From an optimization exercise on the open Yosys and OpenROAD flow, aimed at small area; shortcuts taken in it are not production practice. Only simulation tests tie the RTL to the original design; equivalence was not proved. Power figures rest on the tool's default switching activity, not on a simulated workload.

// TwoDigitAdder
module TwoDigitAdder(
    input wire clk,
    input wire rst,
    input wire rx,
    input wire [3:0] switches,
    input wire btn_right,
    input wire btn_left,
    input wire btn_up,
    input wire btn_down,
    input wire btn_calc,
    output wire tx,
    output reg [3:0] an,
    output wire [6:0] seg,
    output reg [3:0] led
);
Size: ~1900 cells after synthesis, ~28 I/O pins, roughly 13000 um^2 of cells after synthesis.
Settings: LEC_CHECK=0, ABC_AREA=1, CAP_MARGIN=20, CORE_MARGIN=2, CORE_UTILIZATION=40, SLEW_MARGIN=20; clock period 40.0 ns.
standard.sh (not shown) runs the stock make flow with config.mk's settings and CLKGATE_MAP_FILE= SYNTH_SCRIPT=/design/flow/synth_recipe.tcl, a recipe that flattens the netlist after the stock synthesis.
==> flow/flow/run.sh <==
#!/bin/bash
# Own layout flow: the standard synthesis, then the combinational logic of its netlist is
# mapped again with a stronger ABC script (every flip-flop instance, name and cell type is kept),
# then the standard layout from the floorplan on. The new netlist is used only if ABC's cec
# proves it equivalent to the standard one (flip-flops cut into inputs and outputs); otherwise the
# standard netlist is laid out unchanged.
# The clock tree is built with small buffers and without dummy loads (CTS_ARGS below).
# Logs: log_synth.txt, log_reopt.txt, log_cec.txt, log_layout.txt in the work folder.
set -uo pipefail
W=$(pwd)
F=$W/flow
YOSYS=$(command -v yosys || true)
[[ -x "$YOSYS" ]] || YOSYS=$FLOW_HOME/../tools/install/yosys/bin/yosys
ABC=$(dirname "$YOSYS")/yosys-abc
R=$W/orfs/results/$FLOW_PLATFORM/TwoDigitAdder/base
LIB=$FLOW_HOME/platforms/$FLOW_PLATFORM/lib/sky130_fd_sc_hd__tt_025C_1v80.lib
TOP=$FLOW_TOP

bash standard.sh synth > "$W/log_synth.txt" 2>&1 || exit 1
cp "$R/1_2_yosys.v" "$W/synth_std.v"

# don't-use cells of the platform
DU=""
for c in $(grep -o "lpflow_[a-z0-9_]*\|probe[a-z_0-9]*" "$FLOW_HOME/platforms/$FLOW_PLATFORM/config.mk" | sort -u); do
  DU="$DU -dont_use sky130_fd_sc_hd__$c"
done
SEQ="sky130_fd_sc_hd__dfxtp_1 sky130_fd_sc_hd__dfxtp_2 sky130_fd_sc_hd__dfxtp_4 sky130_fd_sc_hd__edfxtp_1 sky130_fd_sc_hd__dfrtp_1 sky130_fd_sc_hd__dfrtp_2 sky130_fd_sc_hd__dfrtp_4 sky130_fd_sc_hd__dfstp_1 sky130_fd_sc_hd__dfxbp_1"

cat > "$W/reopt.ys" <<EOS
read_liberty -overwrite -ignore_miss_func $LIB
blackbox $SEQ
read_verilog -sv $W/synth_std.v
hierarchy -top $TOP
flatten
opt_clean -purge
abc -liberty $LIB $DU -script $F/abc_area.script -D $(awk "BEGIN{print $FLOW_PERIOD_NS*1000}")
opt_clean -purge
hilomap -singleton -hicell sky130_fd_sc_hd__conb_1 HI -locell sky130_fd_sc_hd__conb_1 LO
splitnets
opt_clean -purge
insbuf -buf sky130_fd_sc_hd__buf_4 A X
rename -hide w:_*
read_liberty -overwrite -setattr liberty_cell -lib $LIB
check -assert -mapped
stat -liberty $LIB
write_verilog -noattr -nohex -nodec $W/synth_reopt.v
EOS

use_reopt=0
if "$YOSYS" -l "$W/log_reopt.txt" "$W/reopt.ys" > /dev/null 2>&1; then
  # equivalence: flip-flops cut into ports in both netlists, then ABC cec
  ok=1
  for n in std reopt; do
    python3 "$F/cutff.py" "$W/synth_$n.v" "$W/cut_$n.v" >> "$W/log_cec.txt" 2>&1 || ok=0
    "$YOSYS" -q -p "read_liberty -overwrite -ignore_miss_func $LIB; read_verilog -sv $W/cut_$n.v; hierarchy -top $TOP; flatten; techmap; opt_clean -purge; setundef -zero; write_blif $W/cut_$n.blif" >> "$W/log_cec.txt" 2>&1 || ok=0
  done
  if [[ $ok == 1 ]]; then
    timeout 1200 "$ABC" -c "cec $W/cut_std.blif $W/cut_reopt.blif" >> "$W/log_cec.txt" 2>&1 || true
    if grep -q "Networks are equivalent" "$W/log_cec.txt"; then use_reopt=1; fi
  fi
fi
if [[ $use_reopt == 1 ]]; then
  echo "using the re-mapped netlist" | tee -a "$W/log_cec.txt"
  cp "$W/synth_reopt.v" "$R/1_2_yosys.v"
  touch "$R/1_2_yosys.v"
else
  echo "using the standard netlist" | tee -a "$W/log_cec.txt"
fi

# clock tree: small clock buffers in larger clusters, no dummy loads
export CTS_ARGS="-sink_clustering_enable -repair_clock_nets -dont_use_dummy_load -buf_list sky130_fd_sc_hd__clkbuf_8 -sink_clustering_size 15 -sink_clustering_max_diameter 50"
bash standard.sh finish > "$W/log_layout.txt" 2>&1 || exit 1
Other scripts of this flow, unchanged in this note and not shown: flow/flow/abc_area.script, flow/flow/cutff.py
Change:
--- a/flow/flow/run.sh
+++ b/flow/flow/run.sh
@@ -5,5 +5,6 @@
 # proves it equivalent to the standard one (flip-flops cut into inputs and outputs); otherwise the
 # standard netlist is laid out unchanged.
-# The clock tree is built with small buffers and without dummy loads (CTS_ARGS below).
+# The clock tree is built with small buffers and without dummy loads (CTS_ARGS below), and the
+# port buffers are the platform's smallest buffer (BUFFER_PORTS_ARGS below).
 # Logs: log_synth.txt, log_reopt.txt, log_cec.txt, log_layout.txt in the work folder.
 set -uo pipefail
@@ -69,4 +70,6 @@
 
 # clock tree: small clock buffers in larger clusters, no dummy loads
-export CTS_ARGS="-sink_clustering_enable -repair_clock_nets -dont_use_dummy_load -buf_list sky130_fd_sc_hd__clkbuf_8 -sink_clustering_size 15 -sink_clustering_max_diameter 50"
+export CTS_ARGS="-sink_clustering_enable -repair_clock_nets -dont_use_dummy_load -buf_list sky130_fd_sc_hd__clkbuf_4 -sink_clustering_size 9 -sink_clustering_max_diameter 40"
+# every input and output port still gets its own buffer, the smallest one
+export BUFFER_PORTS_ARGS="-inputs -outputs -buffer_cell sky130_fd_sc_hd__buf_1"
 bash standard.sh finish > "$W/log_layout.txt" 2>&1 || exit 1
CORE_UTILIZATION = 60   (was 40)
Flip-flop and latch count is unchanged.
Maximum frequency goes up by about 1.3%.
Sequential share of layout area is higher by 1.1 points.
Combinational power is lower by about 10%.
Hold slack is better by 0.017 ns.
Change:
--- a/flow/flow/run.sh
+++ b/flow/flow/run.sh
@@ -5,6 +5,4 @@
 # proves it equivalent to the standard one (flip-flops cut into inputs and outputs); otherwise the
 # standard netlist is laid out unchanged.
-# The clock tree is built with small buffers and without dummy loads (CTS_ARGS below), and the
-# port buffers are the platform's smallest buffer (BUFFER_PORTS_ARGS below).
 # Logs: log_synth.txt, log_reopt.txt, log_cec.txt, log_layout.txt in the work folder.
 set -uo pipefail
@@ -69,7 +67,3 @@
 fi
 
-# clock tree: small clock buffers in larger clusters, no dummy loads
-export CTS_ARGS="-sink_clustering_enable -repair_clock_nets -dont_use_dummy_load -buf_list sky130_fd_sc_hd__clkbuf_4 -sink_clustering_size 9 -sink_clustering_max_diameter 40"
-# every input and output port still gets its own buffer, the smallest one
-export BUFFER_PORTS_ARGS="-inputs -outputs -buffer_cell sky130_fd_sc_hd__buf_1"
 bash standard.sh finish > "$W/log_layout.txt" 2>&1 || exit 1
CORE_UTILIZATION = 40   (was 60)
=> The new run produced a clean layout; worst setup slack loses 0.41 ns; core utilization goes down by 19 points; wire length goes up by 5.4%; hold slack gains 0.0043 ns; total power goes up by 35%; combinational power goes up by about 10%.

-- re-timing with driven ports --
How much do the figures lean on ideal ports? The routed layouts below were timed once more, with nothing changed but the port constraints.
Step 1: set_driving_cell puts a clkbuf_16 on clk and a buf_2 on each other input, an assumption about the parent block.
Step 2 moves the port delays by t, midway between the first and last clock arrival at a register: inputs arrive t later, outputs are due t later. That takes back most of the time a late clock gives input paths.
Slacks: no drivers / after step 1 / after step 2; pairs: no drivers / after step 1.
run	shift t [ns]	slack for setup (ns)	worst register clock-pin slew, ns
the first run	0.589	4.575 / 4.575 / 4.575	0.09 / 0.09
the second run	0.621	5.041 / 5.041 / 5.041	0.10 / 0.10
the third run	0.579	4.634 / 4.634 / 4.634	0.07 / 0.07
After both steps setup and hold are still met in every run listed.
